Source: an optimization exercise on an open RTL-to-GDS flow (aim: a short achievable clock period and few clock cycles). Production flows keep margins and buffers that such runs may drop.
The RTL was checked by simulation tests, not by an equivalence proof against the original design.
Power and IR drop assume default switching activity.

`design.v`:
```
module ALU (
    input  [31:0] alu_q,	 
    input  [31:0] ld_q,		 
    input  [31:0] ex_a,		 
    input  [31:0] ex_b,		 
    input         fa_alu, fa_ld, fb_alu, fb_ld,	 
    input         add, sub, usec, op_and, orr, eor, mov, mvn,
    input         c_in,		 
    output [31:0] opa,
    output [31:0] result,
    output [3:0]  nzcv
);
    assign opa = fa_alu ? alu_q : fa_ld ? ld_q : ex_a;
    wire [31:0] opb = fb_alu ? alu_q : fb_ld ? ld_q : ex_b;
    wire [31:0] bx  = sub ? ~opb : opb;
    wire        cin = usec ? c_in : sub;
    reg [31:0] g, p, gg, pp, gn, pn;
    reg [32:0] sum;
    integer i, l;
    always @(*) begin
        g = opa & bx;
        p = opa ^ bx;
        gg = g;
        pp = p;
        gg[0] = g[0] | (p[0] & cin);
        for (l = 0; l < 5; l = l + 1) begin
            for (i = 0; i < 32; i = i + 1) begin
                if (i >= (1 << l)) begin
                    gn[i] = gg[i] | (pp[i] & gg[i - (1 << l)]);
                    pn[i] = pp[i] & pp[i - (1 << l)];
                end else begin
                    gn[i] = gg[i];
                    pn[i] = pp[i];
                end
            end
            gg = gn;
            pp = pn;
        end
        sum[0] = p[0] ^ cin;
        for (i = 1; i < 32; i = i + 1)
            sum[i] = p[i] ^ gg[i - 1];
        sum[32] = gg[31];
    end
    wire        arith = add | sub;
    wire [31:0] logic_r = ({32{op_and}} & (opa & opb)) |
                          ({32{orr}} & (opa | opb)) |
                          ({32{eor}} & (opa ^ opb)) |
                          ({32{mov}} & opb) |
                          ({32{mvn}} & ~opb);
    assign result = arith ? sum[31:0] : logic_r;
    wire [31:0] zt = {opa[30:0] | bx[30:0], cin};
    wire z_arith = &(~(opa ^ bx ^ zt));
    wire z_logic = ~|logic_r;
    assign nzcv[3] = result[31];
    assign nzcv[2] = arith ? z_arith : z_logic;
    assign nzcv[1] = arith ? (sum[32] ^ sub) : mvn;
    assign nzcv[0] = arith & ((result[31] ^ opa[31]) & ~(opa[31] ^ bx[31]));
endmodule
module FetchStage (
    input  [31:0] inst,		 
    input  [7:0]  pcw,		 
    input         pc_last,	 
    input  [3:0]  flags,	 
    input         stable,	 
    input  [7:0]  early_w,	 
    input         allow,	 
    output        take,		 
    output        near,
    output [7:0]  nxt_w		 
);
    function cond_ok;
        input [3:0] c;
        input [3:0] f;
        begin
            case (c)
                4'd0:  cond_ok = f[2];
                4'd1:  cond_ok = ~f[2];
                4'd2:  cond_ok = f[1];
                4'd3:  cond_ok = ~f[1];
                4'd4:  cond_ok = f[3];
                4'd5:  cond_ok = ~f[3];
                4'd6:  cond_ok = f[0];
                4'd7:  cond_ok = ~f[0];
                4'd8:  cond_ok = f[1] & ~f[2];
                4'd9:  cond_ok = ~f[1] & f[2];
                4'd10: cond_ok = f[3] == f[0];
                4'd11: cond_ok = f[3] != f[0];
                4'd12: cond_ok = ~f[2] & (f[3] == f[0]);
                4'd13: cond_ok = f[2] | (f[3] != f[0]);
                default: cond_ok = 1'b1;
            endcase
        end
    endfunction
    reg [7:0] g, p, gg, pp, gn, pn;
    reg [8:0] sum;
    integer i, l;
    always @(*) begin
        g = pcw & inst[7:0];
        p = pcw ^ inst[7:0];
        gg = g;
        gg[0] = g[0] | p[0];
        pp = p;
        for (l = 0; l < 3; l = l + 1) begin
            for (i = 0; i < 8; i = i + 1) begin
                if (i >= (1 << l)) begin
                    gn[i] = gg[i] | (pp[i] & gg[i - (1 << l)]);
                    pn[i] = pp[i] & pp[i - (1 << l)];
                end else begin
                    gn[i] = gg[i];
                    pn[i] = pp[i];
                end
            end
            gg = gn;
            pp = pn;
        end
        sum[0] = ~p[0];
        for (i = 1; i < 8; i = i + 1)
            sum[i] = p[i] ^ gg[i - 1];
        sum[8] = gg[7];
    end
    assign near = (sum[8] == inst[7]) & ~pc_last;
    wire isbr = (inst[27:26] == 2'b10) & ~inst[24];
    wire pred = stable ? cond_ok(inst[31:28], flags) :
                ((inst[31:28] >= 4'd14) | inst[7]);
    assign take = isbr & pred;
    assign nxt_w = (take & allow) ? sum[7:0] : early_w;
endmodule
module HazardDetectionUnit (
    input  [31:0] ir,
    input         valid,
    input  [14:0] pending,
    input         ld_done,
    input  [3:0]  ld_dest,
    input         ex_ld_go,
    input         ex_wr,
    input  [3:0]  ex_dest,
    input         q_full,	 
    input         q_near,	 
    input         ex_mem,
    output        stall
);
    wire [3:0] opc = ir[24:21];
    wire m00 = ir[27:26] == 2'b00;
    wire m01 = ir[27:26] == 2'b01;
    wire is_mem = m01 & (opc == 4'b0100);
    wire is_ld  = is_mem & ir[20];
    wire is_st  = is_mem & ~ir[20];
    wire o_mov = m00 & (opc == 4'b1101);
    wire o_mvn = m00 & (opc == 4'b1111);
    wire d_wb = (m00 & (opc == 4'b1101 || opc == 4'b1111 || opc == 4'b0100 ||
                        opc == 4'b0101 || opc == 4'b0010 || opc == 4'b0110 ||
                        opc == 4'b1100 || opc == 4'b0001 ||
                        (opc == 4'b0000 && ir != 32'hE000_0000))) | is_ld;
    wire [3:0] rn = ir[19:16];
    wire [3:0] rd = ir[15:12];
    wire [3:0] rm = ir[3:0];
    wire [3:0] r2 = is_st ? rd : rm;
    wire use_a = (m00 & ~o_mov & ~o_mvn) | is_mem;
    wire use_m = (m00 & ~ir[25]) | is_st;
    wire breg = m00 & ~ir[25];
    wire bshift = breg & ~ir[4] & (ir[11:7] != 5'd0);
    function busy;
        input [3:0] r;
        input [14:0] pend;
        input ldd; input [3:0] ldr;
        input exl; input [3:0] exr;
        begin
            busy = (r != 4'd15 && pend[r] && !(ldd && ldr == r)) || (exl && exr == r);
        end
    endfunction
    wire haz = (use_a & busy(rn, pending, ld_done, ld_dest, ex_ld_go, ex_dest)) |
               (use_m & busy(r2, pending, ld_done, ld_dest, ex_ld_go, ex_dest)) |
               (d_wb  & busy(rd, pending, ld_done, ld_dest, ex_ld_go, ex_dest));
    wire memfull = is_mem & (q_full | (q_near & ex_mem));
    wire shdep = bshift & ((ex_wr & (ex_dest == rm)) | (ld_done & (ld_dest == rm)));
    assign stall = valid & (haz | memfull | shdep);
endmodule
module ARM
	(
		CLK,
		RST,
		INST_ADDR,
		INST_DATA,
		SRAM_ADDR,
		SRAM_WE_N,
		SRAM_DQ_OUT,
		SRAM_DQ_IN
	);
input			CLK;
input			RST;
output	[31:0]	INST_ADDR;
input	[31:0]	INST_DATA;
output	[17:0]	SRAM_ADDR;
output			SRAM_WE_N;
output	[15:0]	SRAM_DQ_OUT;
input	[15:0]	SRAM_DQ_IN;
	function cond_ok;
		input [3:0] c;
		input [3:0] f;	 
		begin
			case (c)
				4'd0:  cond_ok = f[2];
				4'd1:  cond_ok = ~f[2];
				4'd2:  cond_ok = f[1];
				4'd3:  cond_ok = ~f[1];
				4'd4:  cond_ok = f[3];
				4'd5:  cond_ok = ~f[3];
				4'd6:  cond_ok = f[0];
				4'd7:  cond_ok = ~f[0];
				4'd8:  cond_ok = f[1] & ~f[2];
				4'd9:  cond_ok = ~f[1] & f[2];
				4'd10: cond_ok = f[3] == f[0];
				4'd11: cond_ok = f[3] != f[0];
				4'd12: cond_ok = ~f[2] & (f[3] == f[0]);
				4'd13: cond_ok = f[2] | (f[3] != f[0]);
				default: cond_ok = 1'b1;
			endcase
		end
	endfunction
	reg [31:0] pc;
	reg        id_valid;
	reg        ex_valid;
	reg [14:0] rf_set;			 
	reg [3:0]  flags;			 
	reg [14:0] pending;			 
	reg        wb_alu_v, wb_ld_v;	 
	reg        act_v;
	reg        sram_we_n_q;
	localparam QD = 4;
	localparam QW = 3;
	reg [QW-1:0] q_cnt;
	reg [31:0] rf [0:14];
	reg [31:0] id_ir, id_pc, id_pc4;
	reg        id_pred, id_near;
	reg [3:0]  ex_cond;
	reg        ex_wb, ex_setf, ex_ld, ex_st, ex_br, ex_pred;
	reg [3:0]  ex_dest;
	reg        ex_add, ex_sub, ex_usec, ex_and, ex_orr, ex_eor, ex_mov, ex_mvn;
	reg [31:0] ex_b;
	reg [18:0] ex_imm_adj;
	reg        ex_early;		 
	reg [31:0] ex_a, ex_m;
	reg        ex_fa_alu, ex_fa_ld, ex_fm_alu, ex_fm_ld, ex_fb_alu, ex_fb_ld;
	reg [31:0] ex_alt_pc;
	reg [31:0] alu_q;			 
	reg [31:0] ld_q;			 
	reg [3:0]  wb_alu_d, wb_ld_d;
	reg        act_ph, act_ld;
	reg [3:0]  act_dest;
	reg [15:0] act_hi, act_lo;
	reg [17:0] sram_addr_q;
	reg [15:0] sram_dq_q;
	reg        q_ld [0:QD-1];
	reg [17:0] q_h [0:QD-1];
	reg [31:0] q_d [0:QD-1];
	reg [3:0]  q_dest [0:QD-1];
	wire [31:0] id_tgt = id_pc4 + {{22{id_ir[7]}}, id_ir[7:0], 2'b00};
	assign INST_ADDR   = pc;
	assign SRAM_ADDR   = sram_addr_q;
	assign SRAM_DQ_OUT = sram_dq_q;
	assign SRAM_WE_N   = sram_we_n_q;
	wire ex_pass = cond_ok(ex_cond, flags);
	wire [31:0] opa, result;
	wire [3:0]  nzcv;
	ALU alu (
		.alu_q(alu_q), .ld_q(ld_q), .ex_a(ex_a), .ex_b(ex_b),
		.fa_alu(ex_fa_alu), .fa_ld(ex_fa_ld), .fb_alu(ex_fb_alu), .fb_ld(ex_fb_ld),
		.add(ex_add), .sub(ex_sub), .usec(ex_usec), .op_and(ex_and), .orr(ex_orr),
		.eor(ex_eor), .mov(ex_mov), .mvn(ex_mvn), .c_in(flags[1]),
		.opa(opa), .result(result), .nzcv(nzcv)
	);
	wire [31:0] opm = ex_fm_alu ? alu_q : ex_fm_ld ? ld_q : ex_m;
	wire ex_do    = ex_valid & ex_pass;
	wire ex_wr    = ex_do & ex_wb & ~ex_ld;
	wire ex_redir = ex_valid & ex_br & (ex_pass != ex_pred);
	wire z_next = (ex_valid & ex_pass & ex_setf) ? nzcv[2] : flags[2];
	wire id_zbr = id_valid & is_br & (id_ir[31:29] == 3'b000);
	wire id_ztk = id_ir[28] ^ z_next;
	wire id_br_pred = id_zbr ? id_ztk : id_pred;	 
	wire id_redir = id_valid & is_br & ~ex_redir &
	                ((id_br_pred != id_pred) | (id_pred & ~id_near));
	wire [31:0] id_redir_pc = id_br_pred ? id_tgt : id_pc4;
	wire [18:0] maddr = opa[18:0] + ex_imm_adj;
	wire        iss_v = ex_do & (ex_st | (ex_ld & ~ex_early));
	wire early_abort = ex_valid & ex_ld & ex_early & ~ex_pass;
	wire ld_done   = act_v & act_ph & act_ld;
	wire sram_free = ~act_v | act_ph;
	wire q_pop     = sram_free & (q_cnt != 0);
	wire direct    = sram_free & (q_cnt == 0) & iss_v;
	wire q_push    = iss_v & ~direct;
	wire [QW-1:0] q_cnt_p = q_cnt - q_pop;
	wire [31:0] ld_word = {SRAM_DQ_IN, act_lo};
	wire [3:0] opc = id_ir[24:21];
	wire m00 = id_ir[27:26] == 2'b00;
	wire m01 = id_ir[27:26] == 2'b01;
	wire m10 = id_ir[27:26] == 2'b10;
	wire is_mem = m01 & (opc == 4'b0100);
	wire is_ld  = is_mem & id_ir[20];
	wire is_st  = is_mem & ~id_ir[20];
	wire is_br  = m10 & ~id_ir[24];
	wire o_mov = m00 & (opc == 4'b1101);
	wire o_mvn = m00 & (opc == 4'b1111);
	wire o_add = m00 & (opc == 4'b0100);
	wire o_adc = m00 & (opc == 4'b0101);
	wire o_sub = m00 & (opc == 4'b0010);
	wire o_sbc = m00 & (opc == 4'b0110);
	wire o_and = m00 & (opc == 4'b0000);
	wire o_orr = m00 & (opc == 4'b1100);
	wire o_eor = m00 & (opc == 4'b0001);
	wire o_cmp = m00 & (opc == 4'b1010);
	wire o_tst = m00 & (opc == 4'b1000);
	wire d_wb = o_mov | o_mvn | o_add | o_adc | o_sub | o_sbc | o_orr | o_eor |
	            (o_and & (id_ir != 32'hE000_0000)) | is_ld;
	wire [3:0] rn = id_ir[19:16];
	wire [3:0] rd = id_ir[15:12];
	wire [3:0] rm = id_ir[3:0];
	wire [3:0] r2 = is_st ? rd : rm;
	wire breg = m00 & ~id_ir[25];					 
	wire [4:0] samt = id_ir[4] ? 5'd0 : id_ir[11:7];
	wire bshift = breg & (samt != 5'd0);			 
	wire [31:0] rd_a = (wb_alu_v && wb_alu_d == rn) ? alu_q :
	                   (wb_ld_v && wb_ld_d == rn) ? ld_q :
	                   (rn == 4'd15) ? 32'b0 : rf_set[rn] ? rf[rn] : {28'b0, rn};
	wire [31:0] rd_m = (wb_alu_v && wb_alu_d == r2) ? alu_q :
	                   (wb_ld_v && wb_ld_d == r2) ? ld_q :
	                   (r2 == 4'd15) ? 32'b0 : rf_set[r2] ? rf[r2] : {28'b0, r2};
	wire ex_ld_go = ex_do & ex_ld;
	wire id_stall;
	HazardDetectionUnit hdu (
		.ir(id_ir), .valid(id_valid), .pending(pending),
		.ld_done(ld_done), .ld_dest(act_dest), .ex_ld_go(ex_ld_go),
		.ex_wr(ex_wr), .ex_dest(ex_dest),
		.q_full(q_cnt >= QD), .q_near(q_cnt == QD - 1),
		.ex_mem(ex_valid & (ex_ld | ex_st)), .stall(id_stall)
	);
	reg [31:0] shifted;
	always @(*) begin
		case (id_ir[6:5])
			2'b00: shifted = rd_m << samt;
			2'b11: shifted = ({rd_m, rd_m} >> samt);
			default: shifted = rd_m >> samt;
		endcase
	end
	wire [63:0] rot_src = {24'b0, id_ir[7:0], 24'b0, id_ir[7:0]};
	wire [63:0] rot_sh = rot_src >> {id_ir[11:8], 1'b0};
	wire [31:0] imm12 = {{20{id_ir[11]}}, id_ir[11:0]};
	wire [31:0] imm_adj = imm12 - 32'd1024;
	wire early = id_valid & is_ld & ~id_stall & ~ex_redir & sram_free & (q_cnt == 0) &
	             ~(ex_valid & (ex_ld | ex_st)) &
	             ~(ex_wr & (ex_dest == rn)) & ~(ld_done & (act_dest == rn));
	wire [18:0] early_addr = rd_a[18:0] + imm_adj[18:0];
	wire [31:0] pc4 = pc + 32'd4;
	wire f_stable = ~(id_valid & id_ir[20]) & ~(ex_valid & ex_setf & ex_pass);
	wire [31:0] pc_early = ex_redir ? ex_alt_pc : id_redir ? id_redir_pc :
	                       id_stall ? pc : pc4;
	wire f_allow = ~ex_redir & ~id_redir & ~id_stall;
	wire f_take, f_near;
	wire [7:0] f_nxt;
	FetchStage fs (
		.inst(INST_DATA), .pcw(pc[9:2]), .pc_last(&pc[9:2]),
		.flags(flags), .stable(f_stable), .early_w(pc_early[9:2]), .allow(f_allow),
		.take(f_take), .near(f_near), .nxt_w(f_nxt)
	);
	integer i;
	always @(posedge CLK or posedge RST) begin
		if (RST) begin
			pc <= 32'b0;
			id_valid <= 1'b0;
			ex_valid <= 1'b0;
			rf_set <= 15'b0;
			flags <= 4'b0;
			pending <= 15'b0;
			wb_alu_v <= 1'b0;
			wb_ld_v <= 1'b0;
			act_v <= 1'b0;
			sram_we_n_q <= 1'b1;
			q_cnt <= 0;
		end else begin
			pc <= {pc_early[31:10], f_nxt, pc_early[1:0]};
			if (ex_redir | id_redir)
				id_valid <= 1'b0;
			else if (!id_stall)
				id_valid <= 1'b1;
			ex_valid <= id_valid & ~id_stall & ~ex_redir;
			if (ex_do & ex_setf)
				flags <= nzcv;
			wb_alu_v <= ex_wr;
			wb_ld_v <= ld_done;
			for (i = 0; i < 15; i = i + 1)
				if ((wb_alu_v && wb_alu_d == i) || (wb_ld_v && wb_ld_d == i))
					rf_set[i] <= 1'b1;
			for (i = 0; i < 15; i = i + 1) begin
				if (ex_ld_go && ex_dest == i)
					pending[i] <= 1'b1;
				else if (ld_done && act_dest == i)
					pending[i] <= 1'b0;
			end
			if (early_abort) begin
				act_v <= 1'b0;
				sram_we_n_q <= 1'b1;
			end else if (sram_free) begin
				if (q_cnt != 0) begin
					act_v <= 1'b1;
					sram_we_n_q <= q_ld[0];
				end else if (iss_v) begin
					act_v <= 1'b1;
					sram_we_n_q <= ex_ld;
				end else if (early) begin
					act_v <= 1'b1;
					sram_we_n_q <= 1'b1;
				end else begin
					act_v <= 1'b0;
					sram_we_n_q <= 1'b1;
				end
			end
			q_cnt <= q_cnt_p + q_push;
		end
	end
	always @(posedge CLK) begin
		if (!id_stall) begin
			id_ir <= INST_DATA;
			id_pc <= pc;
			id_pred <= f_take;
			id_near <= f_near;
			id_pc4 <= pc4;
		end
		ex_cond <= id_ir[31:28];
		ex_wb <= d_wb;
		ex_setf <= id_ir[20];
		ex_ld <= is_ld;
		ex_st <= is_st;
		ex_br <= is_br;
		ex_pred <= id_br_pred;
		ex_dest <= rd;
		ex_add <= o_add | o_adc | is_mem;
		ex_sub <= o_sub | o_sbc | o_cmp;
		ex_usec <= o_adc | o_sbc;
		ex_and <= o_and | o_tst;
		ex_orr <= o_orr;
		ex_eor <= o_eor;
		ex_mov <= o_mov;
		ex_mvn <= o_mvn;
		ex_b <= breg ? shifted : is_mem ? imm12 : rot_sh[31:0];
		ex_imm_adj <= imm_adj[18:0];
		ex_early <= early;
		ex_a <= rd_a;
		ex_m <= rd_m;
		ex_fa_alu <= ex_wr & (ex_dest == rn);
		ex_fm_alu <= ex_wr & (ex_dest == r2);
		ex_fa_ld <= ld_done & (act_dest == rn);
		ex_fm_ld <= ld_done & (act_dest == r2);
		ex_fb_alu <= breg & ~bshift & ex_wr & (ex_dest == rm);
		ex_fb_ld <= breg & ~bshift & ld_done & (act_dest == rm);
		ex_alt_pc <= id_br_pred ? id_pc4 : id_tgt;
		alu_q <= result;
		if (wb_alu_v && wb_alu_d != 4'd15)
			rf[wb_alu_d] <= alu_q;
		if (wb_ld_v && wb_ld_d != 4'd15 && !(wb_alu_v && wb_alu_d == wb_ld_d))
			rf[wb_ld_d] <= ld_q;
		wb_alu_d <= ex_dest;
		wb_ld_d <= act_dest;
		if (ld_done)
			ld_q <= ld_word;
		if (sram_free) begin
			act_ph <= 1'b0;
			if (q_cnt != 0) begin
				act_ld <= q_ld[0]; act_dest <= q_dest[0];
				sram_addr_q <= q_h[0]; sram_dq_q <= q_d[0][15:0]; act_hi <= q_d[0][31:16];
			end else if (iss_v) begin
				act_ld <= ex_ld; act_dest <= ex_dest;
				sram_addr_q <= maddr[18:1]; sram_dq_q <= opm[15:0]; act_hi <= opm[31:16];
			end else begin
				act_ld <= 1'b1; act_dest <= rd;
				sram_addr_q <= early_addr[18:1];
			end
		end else begin
			act_ph <= 1'b1;
			sram_addr_q <= sram_addr_q + 18'd1;
			sram_dq_q <= act_hi;
			act_lo <= SRAM_DQ_IN;
		end
		for (i = 0; i < QD; i = i + 1) begin
			if (q_push && q_cnt_p == i) begin
				q_ld[i] <= ex_ld; q_h[i] <= maddr[18:1]; q_d[i] <= opm; q_dest[i] <= ex_dest;
			end else if (q_pop && i < QD - 1) begin
				q_ld[i] <= q_ld[i+1]; q_h[i] <= q_h[i+1]; q_d[i] <= q_d[i+1]; q_dest[i] <= q_dest[i+1];
			end
		end
	end
endmodule
```
`flow/run.sh`:
```
#!/bin/bash
# Layout flow: the standard synthesis unchanged, then the standard ORFS
# layout steps with timing repair aimed well below the clock constraint
# (a larger setup margin and full TNS repair), so the achieved period is
# pushed down. Each step's full output goes to a log file here; ORFS also
# keeps its per-stage logs under orfs/logs.
set -euo pipefail
MARGIN=${FLOW_SETUP_MARGIN:-14.5}
bash standard.sh synth > flow_synth.log 2>&1
bash standard.sh SETUP_SLACK_MARGIN=$MARGIN TNS_END_PERCENT=100 finish > flow_layout.log 2>&1
```
`standard.sh`:
```
#!/bin/bash
# synth_recipe.tcl (not shown) runs the flow's synth.tcl, then flattens the netlist and writes it again
# the make line also repeats each setting of config.mk as NAME=value (left out here)
make -C /OpenROAD-flow-scripts/flow DESIGN_CONFIG=/design/flow/config.mk WORK_HOME=/design/flow/orfs CLKGATE_MAP_FILE= SYNTH_SCRIPT=/design/flow/synth_recipe.tcl "${@:-finish}"
```
`config.mk`:
```
export PLATFORM = sky130hd
export DESIGN_NAME = ARM
export DESIGN_NICKNAME = ARM
export VERILOG_FILES = /design/flow/design.v
export SDC_FILE = /design/flow/constraint.sdc
export NUM_CORES = 4
export LEC_CHECK = 0
export ABC_CLOCK_PERIOD_IN_PS = 10000
export CAP_MARGIN = 20
export CORE_MARGIN = 2
export CORE_UTILIZATION = 40
export SETUP_SLACK_MARGIN = 3
export SLEW_MARGIN = 20
export SYNTH_HIERARCHICAL = 1
```
`constraint.sdc`:
```
create_clock -name core_clock -period 20.0 [get_ports {CLK}]
set_input_delay 4.0000 -clock core_clock [delete_from_list [all_inputs] [get_ports {CLK}]]
set_output_delay 4.0000 -clock core_clock [all_outputs]
set_load 0.01 [all_outputs]
```
==> run_results.csv <==
group,metric,value,unit
drt,drt-initial-drc-count,11000,
timing,rsz0062_at_grt,"yes",
synth,synth-seq-area-share,42.9,%
synth,syn_inst,7313,
die,die_h,436,um
timing,fin_setup_tns,0,ns
die,die_w,436,um
critical_path,rr_worst_depth,19,
timing,final.period_utilization,27.8,%
grt,grt_pass1_wl,474000,um
placed_design,dp_hpwl,221000,um
power,p_leak,33.8,nW
die,ios,117,
grt,met3_usage,12.5,%
synth,synth_area,74800,um2
grt,grt_util_met2,49.8,%
finish,multiInputGateArea,40800,um2
die,dieArea,190000,um2
synth,netlist.area_leader.share,34.2,%
cts,numCtsBuffers,135,
grt,gr-usage-met1,43.3,%
finish,stdcell_count,9965,
synth,synth.avg_cell_area,10.2,um2
hold_path,hold_class,"register to register",
die,floorplan.initialDensity,40.3,%
grt,antenna_found_initial,35,
timing,finalHoldViolCount,0,
finish,drive_above_1_share,23.5,%
grt,grt.busiest_layer,"met2",
finish,fillers,17000,
synth,ys_seq_elements,1159,
synth,ys.flop_type,"edfxtp_1",
grt,grt_pass1_vias,62900,
synth,yosysWarnings,14,
synth,syn_nets,7574,
timing,finalCriticalPeriod,5.55,ns
drt,ant_nets,0,
timing,fin_worst_skew,0.0787,ns
run_status,run_status,"complete, no violations",
finish,final_cell_mix,"edfxtp_1, nand2_1, mux2_2",
cts,cts-root-buf,"clkbuf_16",
placed_design,gp_congestion,1.07,
timing,slew_viol_final,0,
synth,synth_edf_count,851,
placed_design,dp_cells,9515,
die,core_area,186000,um2
finish,register_area,32200,um2
cts,cts_tree,"done",
critical_path,critPathCaptureType,"register",
power,p_per_area,138,nW/um2
cts,clock_sinks,1159,
drt,wirelength,341000,um
critical_path,critPathKind,"register to register",
hold_path,hold_depth,0,
synth,ys_types,120,
drt,via_count,66700,
critical_path,r2r_setup_slack,14.45,ns
cts,clk_pin_slew,0.06,ns
drt,via_per_inst,6.70,
power,vdd_ir_drop_max,0.000197,V
grt,grt_usage,34.4,%
run,max-cap-violations,0,
placed_design,io_buffers,116,
cts,clock_path_buffers,3,
critical_path,crit_required,20.69,ns
timing,tightest_slew,1.27,ns
cts,clock_latency,0.85,ns
drt,drc,0,
timing,slew_headroom,14.2,%
critical_path,start_kind,"register",
drt,first_pass_iters,9,
critical_path,cp_max_fo,32,
timing,fmax,0.180,GHz
grt,grt_max_degree,93,
grt,overflow,0,
die,rows,158,
drt,wl_per_cell,34.3,um
synth,async_flop_share,6.47,%
synth,yosys-top-cells-area,"edfxtp_1, mux2_2, dfxtp_1",
finish,area_growth,16.4,%
critical_path,crit_arrival,6.24,ns
timing,setup_viol,0,
synth,synth_top_area_cell,"edfxtp_1",
finish,nets,7620,
finish,final_common_cell,"edfxtp_1",
cts,h-tree-depth,4,
power by group:
group	internal (mW)	leakage, nW	switching (mW)
combinational	1.96	20.6	3.60
sequential	3.40	10.9	0.449
clock	1.50	2.25	1.12
final cells by class:
| class | count | area share [%] |
|---|---|---|
| inverters | 275 | 1.21 |
| repair buffers | 546 | 6.09 |
| flip-flops and latches | 1159 | 37.0 |
| diodes | 14 | 0.0402 |
| well taps | 2480 | 3.56 |
| clock inverters | 70 | 1.05 |
| multi-input cells | 5242 | 46.8 |
| clock buffers | 179 | 4.25 |
metal layers:
metal / vias to the layer above / wire length, um
li1: 27500 / -
met1: 32800 / 126000
met2: 5101 / 142000
met3: 1343 / 46300
met4: 22 / 26400
met5: - / 182
flip-flops by register name, summed over array words and instances, names as in the netlist, 13 cells and up, named ones only:
register / count
act_hi: 16
act_lo: 16
alu_q: 32
ex_a: 32
ex_alt_pc: 32
ex_b: 32
ex_imm_adj: 13
ex_m: 32
id_ir: 32
id_pc4: 32
ld_q: 32
pc: 32
pending: 15
q_d: 128
q_dest: 16
q_h: 72
rf: 480
rf_set: 15
sram_addr_q: 18
sram_dq_q: 16
stage by stage:
stage	power (mW)	util (%)	hold WS (ns)	worst slack, ns	instance area, um2
2_1_floorplan	6.83	-	0.348	14.36	74900
3_3_place_gp	8.85	42.5	0.355	12.74	78900
3_5_place_dp	8.91	42.5	0.363	12.65	78900
4_1_cts	11.7	46.2	0.376	14.46	85700
5_1_grt	12.4	46.9	0.390	14.32	87100
6_report	12.0	46.9	0.373	14.45	87100
worst max-delay path, cell delays in order, from the launching register on:
cell and delay [ns]:
edfxtp_1 0.36, buf_4 0.22, nor4b_4 0.29, buf_4 0.19
buf_12 0.20, buf_16 0.23, a21oi_1 0.20, nor2_2 0.27
buf_8 0.35, nand2_2 0.34, o221ai_2 0.46, a221oi_1 0.15
buf_4 0.21, o21bai_1 0.31, o21ai_1 0.25, a22oi_1 0.43
mux2i_1 0.16, a22oi_1 0.31, a21oi_1 0.13, a211o_1 0.30
path summary, 6_finish.rpt:
path	endpoint	start
max	ex_b[28]	id_ir[22]
min	ex_alt_pc[0]	id_pc4[0]
max reg2reg	ex_b[28]	id_ir[22]
min reg2reg	ex_alt_pc[0]	id_pc4[0]
max in group asynchronous	pc[3]	RST
min in group asynchronous	pc[21]	RST
per-module statistics from Yosys, one instance, submodules excluded:
module / flip-flops and latches / area (um2) / copies in the design
HazardDetectionUnit: 0 / 1230 / 1
ALU: 0 / 7150 / 1
FetchStage: 0 / 654 / 1
ARM: 1159 / 65800 / 1
timing repair:
| item | CTS | global route |
|---|---|---|
| setup buffers | 99 | 70 |
| resized for setup | 437 | 177 |
| cloned | 12 | 6 |
| pin swaps | 23 | 54 |
| endpoints found under the setup margin | 184 | 89 |
| hold buffers | 0 | 0 |
cell families after synthesis:
group | count (synthesis) | synth area share [%]
adders and majority gates | 211 | 3.59
AOI/OAI and AO/OA | 1800 | 16.2
buffers and inverters | 916 | 4.89
and+or+nand+nor | 1888 | 11.7
DFF | 1159 | 42.9
xor gates and xnor gates | 290 | 3.43
muxes | 1049 | 17.3
synthesized netlist by cell type (37+ instances only):
cell and n:
xor2_1 99, a31oi_1 65, dfrtp_1 74, a311oi_1 39, xnor2_1 189, nor4_1 40, buf_2 69, o21a_1 71
a22oi_1 54, nor2b_1 53, dfxtp_1 233, mux2_2 574, o211ai_1 62, ha_1 205, a211oi_1 135, mux2i_1 321
nor3_1 90, mux4_2 135, clkbuf_1 437, nand2_1 840, nand4_1 37, nand3_1 152, a21oi_1 320, nor2_1 350
nand2b_1 72, edfxtp_1 851, and3_1 91, inv_1 267, buf_1 102, a21o_1 47, o21ai_0 476, o22ai_1 86
Testbench counts, summed over its fixed seeds: cycles 42,132.

## what the ideal ports hide
The flow's constraints put no driver on any port. The routed layout listed below was extracted and timed again, unchanged, in two steps.
Step 1 (the two cells are an assumption about what drives the block):
set clk [get_ports {CLK}]
set_driving_cell -lib_cell sky130_fd_sc_hd__clkbuf_16 $clk
set_driving_cell -lib_cell sky130_fd_sc_hd__buf_2 [delete_from_list [all_inputs] $clk]
Step 2 adds t to the input delays and takes it off the output delays; t is the mean of the earliest and latest rising clock arrival at the registers after step 1. Input paths then give back, and output paths get back, about the clock's delay inside the block.
Three values: no drivers, after step 1, after step 2; two values: the first two.
shift t [ns]: 0.889
setup WS [ns]: 14.447 / 14.437 / 13.570
worst setup path at the end: input to register
clock arrival spread, ns: 0.079 / 0.078
cell pins on the clock port's net: 1
After both steps this run still meets setup and hold. The setup slack of this run moves by -0.010 ns with the drivers and by -0.877 ns with both steps.
